Source: an optimization exercise on an open RTL-to-GDS flow (aim: small area). Production flows keep margins and buffers that such runs may drop.
Only simulation tests tie the RTL to the original design; equivalence was not proved.

File: flow/constraint.sdc
create_clock -name core_clock -period 6.0 [get_ports {clk}]
set_input_delay 1.2000 -clock core_clock [delete_from_list [all_inputs] [get_ports {clk}]]
set_output_delay 1.2000 -clock core_clock [all_outputs]
set_load 0.01 [all_outputs]
File: flow/standard.sh
#!/bin/bash
# synth_recipe.tcl (not shown) runs the flow's synth.tcl, then flattens the netlist and writes it again
# the make line also repeats each setting of config.mk as NAME=value (left out here)
make -C /OpenROAD-flow-scripts/flow DESIGN_CONFIG=/design/flow/config.mk WORK_HOME=/design/flow/orfs CLKGATE_MAP_FILE= SYNTH_SCRIPT=/design/flow/synth_recipe.tcl "${@:-finish}"
File: flow/flow/run.sh
#!/bin/bash
# Layout flow: the standard synthesis is run unchanged (its registers are
# the ones the layout keeps), then its combinational logic is replaced by the
# hand-mapped netlist that gen_netlist.py writes (same registers, same names,
# same cell type), and the standard ORFS flow lays that netlist out, with
# each port buffered by a buf_1.
set -euo pipefail
R=orfs/results/sky130hd/conway_life/base
bash standard.sh synth > synth_standard.log 2>&1
cp $R/1_2_yosys.v standard_1_2_yosys.v
python3 flow/gen_netlist.py standard_1_2_yosys.v netlist.v > gen_netlist.log 2>&1
cp netlist.v $R/1_2_yosys.v
rm -f $R/1_synth.odb $R/1_synth.sdc
export BUFFER_PORTS_ARGS="-buffer_cell sky130_fd_sc_hd__buf_1"
bash standard.sh finish > layout.log 2>&1
File: flow/config.mk
export PLATFORM = sky130hd
export DESIGN_NAME = conway_life
export DESIGN_NICKNAME = conway_life
export VERILOG_FILES = /design/flow/design.v
export SDC_FILE = /design/flow/constraint.sdc
export NUM_CORES = 4
export LEC_CHECK = 0
export CAP_MARGIN = 20
export CORE_MARGIN = 2
export CORE_UTILIZATION = 60
export SLEW_MARGIN = 20
File: flow/design.v
module conway_life(
    input clk,
    input load,
    input [255:0] data,
    output reg [255:0] q );
    reg [255:0] nxt;
    reg [3:0] s;
    integer r, c, dr, dc;
    always @* begin
        for (r = 0; r < 16; r = r + 1)
            for (c = 0; c < 16; c = c + 1) begin
                s = 4'd0;
                for (dr = 15; dr <= 17; dr = dr + 1)
                    for (dc = 15; dc <= 17; dc = dc + 1)
                        s = s + q[((r + dr) % 16) * 16 + (c + dc) % 16];
                nxt[r*16 + c] = (s == 4'd3) | (q[r*16 + c] & (s == 4'd4));
            end
    end
    always @(posedge clk)
        q <= load ? data : nxt;
endmodule
File: flow/flow/gen_netlist.py
#!/usr/bin/env python3
"""Write the gate-level netlist of conway_life for sky130hd.

usage: gen_netlist.py STANDARD_NETLIST OUT_NETLIST

STANDARD_NETLIST is the standard synthesis of the RTL; it is read only to
check that its registers are the 256 dfxtp_1 cells named q[i]$_DFF_P_ that
this netlist also uses, so the registers pair by name.

Structure, per row r:
  * column sum V(r,c) = q[r-1][c] + q[r][c] + q[r+1][c]      (one fa_1)
  * pair sum P(r,k) = V(r,2k) + V(r,2k+1)                    (ha_1 + fa_1)
  * cell (r,c) with k = c/2 adds the column on the far side of its pair
    (c-1 for even c, c+1 for odd c): S = P + V, and
    next = load ? data : (S == 3 | q & S == 4).
"""
import re
import sys

P = "sky130_fd_sc_hd__"

# Final logic of one cell: inputs p0 p1 p2 (pair sum), v0 v1 (far column
# sum), q, load, d; output n.  Local nets start with '_'.
FIN = [
    ("nand2_1", {"A": "load", "B": "d", "Y": "_n10"}),
    ("o21a_1", {"A1": "p1", "A2": "v1", "B1": "p2", "X": "_n11"}),
    ("inv_1", {"A": "q", "Y": "_n12"}),
    ("a21oi_1", {"A1": "p1", "A2": "v1", "B1": "p2", "Y": "_n13"}),
    ("o22ai_1", {"A1": "p0", "A2": "v0", "B1": "p1", "B2": "v1", "Y": "_n14"}),
    ("a32o_1", {"A1": "p0", "A2": "v0", "A3": "_n12", "B1": "_n14", "B2": "_n13", "X": "_n15"}),
    ("nor2_1", {"A": "p0", "B": "v0", "Y": "_n16"}),
    ("a21oi_1", {"A1": "_n16", "A2": "q", "B1": "_n13", "Y": "_n17"}),
    ("o41ai_1", {"A1": "load", "A2": "_n11", "A3": "_n17", "A4": "_n15", "B1": "_n10", "Y": "n"}),
]


def check_standard(path):
    txt = open(path).read()
    flops = re.findall(r"^\s*(sky130_fd_sc_hd__\w+)\s+(\\\S+|\S+)\s*\(", txt, re.M)
    regs = {}
    for cell, name in flops:
        if re.search(r"df|dl", cell[len(P):]):
            regs[name.lstrip("\\")] = cell
    want = {"q[%d]$_DFF_P_" % i: P + "dfxtp_1" for i in range(256)}
    if regs != want:
        sys.exit("standard synthesis registers differ from the expected ones: %r"
                 % sorted(set(regs.items()) ^ set(want.items()))[:10])


class Net:
    def __init__(self):
        self.insts = []
        self.wires = set()
        self.count = 0

    def add(self, cell, pins, name=None):
        self.count += 1
        if name is None:
            name = "g%d" % self.count
        self.insts.append((P + cell, name, pins))

    def inst(self, tmpl, prefix, binds):
        for cell, pins in tmpl:
            pp = {}
            for pin, net in pins.items():
                if net.startswith("_"):
                    w = prefix + net
                    self.wires.add(w)
                    pp[pin] = w
                else:
                    pp[pin] = binds[net]
            self.add(cell, pp)

    def write(self, path):
        with open(path, "w") as f:
            f.write("module conway_life(clk, load, data, q);\n")
            f.write("  input clk;\n  input load;\n  input [255:0] data;\n  output [255:0] q;\n")
            for w in sorted(self.wires):
                f.write("  wire %s;\n" % w)
            for cell, name, pins in self.insts:
                conn = ", ".join(".%s(%s)" % (p, n) for p, n in pins.items())
                f.write("  %s %s (%s);\n" % (cell, name, conn))
            f.write("endmodule\n")


def main():
    if len(sys.argv) != 3:
        sys.exit(__doc__)
    check_standard(sys.argv[1])
    n = Net()
    q = lambda r, c: "q[%d]" % ((r % 16) * 16 + c % 16)
    for r in range(16):
        for c in range(16):
            vs, vc = "vs_%d_%d" % (r, c), "vc_%d_%d" % (r, c)
            n.wires.update([vs, vc])
            n.add("fa_1", {"A": q(r - 1, c), "B": q(r, c), "CIN": q(r + 1, c),
                           "COUT": vc, "SUM": vs})
        for k in range(8):
            p0, p1, p2, h = ("p%s_%d_%d" % (x, r, k) for x in "012h")
            n.wires.update([p0, p1, p2, h])
            a, b = 2 * k, 2 * k + 1
            n.add("ha_1", {"A": "vs_%d_%d" % (r, a), "B": "vs_%d_%d" % (r, b),
                           "COUT": h, "SUM": p0})
            n.add("fa_1", {"A": h, "B": "vc_%d_%d" % (r, a), "CIN": "vc_%d_%d" % (r, b),
                           "COUT": p2, "SUM": p1})
        for c in range(16):
            i = r * 16 + c
            k = c // 2
            o = (c - 1) % 16 if c % 2 == 0 else (c + 1) % 16
            d = "nx_%d" % i
            n.wires.add(d)
            n.inst(FIN, "c%d" % i, {
                "p0": "p0_%d_%d" % (r, k), "p1": "p1_%d_%d" % (r, k), "p2": "p2_%d_%d" % (r, k),
                "v0": "vs_%d_%d" % (r, o), "v1": "vc_%d_%d" % (r, o),
                "q": q(r, c), "load": "load", "d": "data[%d]" % i, "n": d})
            n.add("dfxtp_1", {"CLK": "clk", "D": d, "Q": q(r, c)},
                  name="\\q[%d]$_DFF_P_ " % i)
    n.write(sys.argv[2])


main()
==> notes.md <==
- STA puts the critical path data required time at 6.42 ns.
- The initialized floorplan defines 79 standard-cell rows.
- The number of remaining DRC errors is 0.
- TritonCTS built the clock tree.
- The classification of the worst-slack hold path is register to register.
- The flow ran to the end and the layout has no timing, DRC or antenna violations.
- The worst hold path begins at q[245]$_DFF_P_.
- After detailed routing, the average wire length per cell comes to 23.8 um.
- STA puts the critical path data arrival time at 3.47 ns.
- Summed over all layers, the routed wires come to 102000 um.
- The horizontal extent of the die is 221 um.
- The vertical die dimension is 221 um.
- The hold-fix buffer count after cts is 0.
- The final standard cell count with taps included and fillers excluded is 4278.
- The number of H-tree levels is 2.
- In the final layout, the registers with the most flip-flops are q x256.
- The I/O pin count is 514.
- The signal on the critical path passes through fa_1 -> ha_1 -> fa_1 -> a21oi_1 -> a32o_1 -> o41ai_1.
- The final setup skew is 0.0175 ns.
- The total via count after detailed routing is 30100.
- The number of clock sinks is 256.
- The endpoint kind of the worst setup timing path is a register.
- The final weighted congestion in routability-driven placement is 0.958.
- Tracing the worst setup path back leads to its startpoint at q[24]$_DFF_P_.
- Setup repair after global routing left no endpoint under its margin.
- In the routed layout, each cell is associated on average with a via count of 7.04.
- The number of instances in the synthesized netlist is 3072.
- Input and output buffers added on the ports amount to 513.
- The origin of the critical flop-to-flop path is q[24]$_DFF_P_.
- After floorplanning, the core was sized to cover 46500 um2.
- The top fanout value on the critical path is 6.
- The time the final worst path needs with I/O delays and setup is 3.04 ns.
- The mean instance size in the synthesized netlist is 9.18 um2.
- The biggest cell delay along the critical path is 0.68 ns.
- Setup total negative slack on the finished layout was measured at 0 ns.
- The worst-case headroom to the max-slew limit is 28.2%.
- Counting every net in the synthesized netlist gives 3842.
- The slew of the pin with the lowest slew margin is 1.08 ns.
- Detailed placement finished with a half-perimeter wire length of 81300 um.
- The pin count of the biggest net entering global routing is 190.
- The post-route fraction of the period consumed by the critical path is 50.7%.
- The tool flagged a number of max-cap violations equal to 0.
- The initial core utilization is 60.7%.
- Broken down by cell family, the worst path's largest delay share belongs to adder cells.
- In this design, the critical path's most frequently occurring cell is sky130_fd_sc_hd__fa_1.
- The worst setup path is launched from a register.
- In this run the deepest clock path goes through 3 buffers.
- The slowest stage of the critical path belongs to the cell sky130_fd_sc_hd__fa_1.
- The die covers 48700 um2.
- The number of failing hold endpoints at the final stage was 0.
- The top cell types in the final layout, fill and taps aside, are 512 x sky130_fd_sc_hd__a21oi_1, 512 x sky130_fd_sc_hd__buf_1, 384 x sky130_fd_sc_hd__fa_1.
- The number of global-route vias before repair was 28500.
- The wire length of the first global-routing pass is 153000 um.
- Before antenna repair, the detailed router went through 9 iterations.
- The combined buffer and inverter count along the critical path is 0.
- The remaining antenna violation count after routing is 0.
- The number of gates resized after cts is 0.
- The count of filler cells inserted in the layout is 3779.
- The starting DRC count in detailed routing is 2971.
- The worst-case hold slack is 0.700 ns.
- The post-CTS clock slew at the launch and capture registers of the worst setup and hold paths is 0.06 ns.
- The count of final max-slew check failures is 0.
- The number of setup buffers added after CTS is 0.
- The synthesized netlist occupies a cell area of 28200 um2.
- The later pin in the worst-skew pair is clocked with a latency of 0.57 ns.
- The number of clock buffers added by TritonCTS is 36.
- For this run, the number of Yosys warnings is 1.
- The number of antenna violations at the first check in global routing was 23.
- Setup violations remaining at the end of the flow were counted as 0.
- Once placement completed, the tool counted placed cells totaling 4195.
- The synthesis-to-layout area growth is 14.1%.
- The number of flip-flops in the largest register is 256.
- The highest achievable clock rate is 0.329 GHz.
- Global routing finished with a remaining overflow of 0.
- More flip-flops sit in one register than any other, and that register is q.
- The total global routing track utilization is 40.5%.
- The post-route netlist has 1.73% of its cells at a drive strength greater than 1.
- The type of the setup path with the least slack is register to register.
- For this run, the post-layout net count is 4396.
- In this run the register-to-register setup slack is 2.96 ns.
- The root buffer cell is sky130_fd_sc_hd__clkbuf_16.
[tightest hold or removal path: cells and delay by family (launching register included)]
family / cells / cell delay [ns]
flops: 1 / 0.40
compound gates: 2 / 0.26
[metal layers]
metal	GRT usage [%]	part of all wire, %	wire, um
met2	63.6	46	46800
met5	0	0.12	121
met3	9.95	11	11000
met1	50.6	37	37800
met4	24.4	6.2	6360
[final timing paths]
path	endpoint	cells after the start
min	q[245]$_DFF_P_	2
min reg2reg	q[245]$_DFF_P_	2
max	q[9]$_DFF_P_	6
max reg2reg	q[9]$_DFF_P_	6
[per-stage QoR]
step                util, %  worst slack, ns  area, um2
floorplan                 -             3.55      28200
global placement       66.6             2.97      30900
detailed placement     66.6             2.88      30900
CTS                    69.1             3.08      32100
global route           69.2             2.88      32100
finish                 69.2             2.96      32200
[final cells by class]
class | instances | area, um2 | area share, %
timing repair buffer | 516 | 1980 | 6.15
inverter | 256 | 961 | 2.99
clock buffer | 57 | 1160 | 3.61
antenna | 20 | 50.0 | 0.156
clock inverter | 6 | 30.0 | 0.0934
tap | 607 | 759 | 2.36
sequential | 256 | 5120 | 15.9
multi-input combinational | 2560 | 22100 | 68.7

-- afterwards: timing with drivers on the ports --
Ports are ideal in the flow. The routed layout listed here was re-timed in OpenROAD. Step 1, drivers: a clkbuf_16 drives clk and a buf_2 each remaining input, both assumed. Step 2 also shifts input and output timing later by t, the mid clock arrival at the registers, as if the neighbouring blocks saw the same clock. a / b / c = ideal ports / drivers / drivers and shift; a / b = the first two.
shift t [ns]: 0.617
slack for setup (ns): 2.957 / 2.957 / 2.782
hold slack, ns: 0.700 / 0.700 / 0.700
slew at the worst register clock pin (ns): 0.06 / 0.06
After both steps this run still meets setup and hold. The setup slack of this run moves by 0.000 ns with the drivers and by -0.175 ns with both steps.
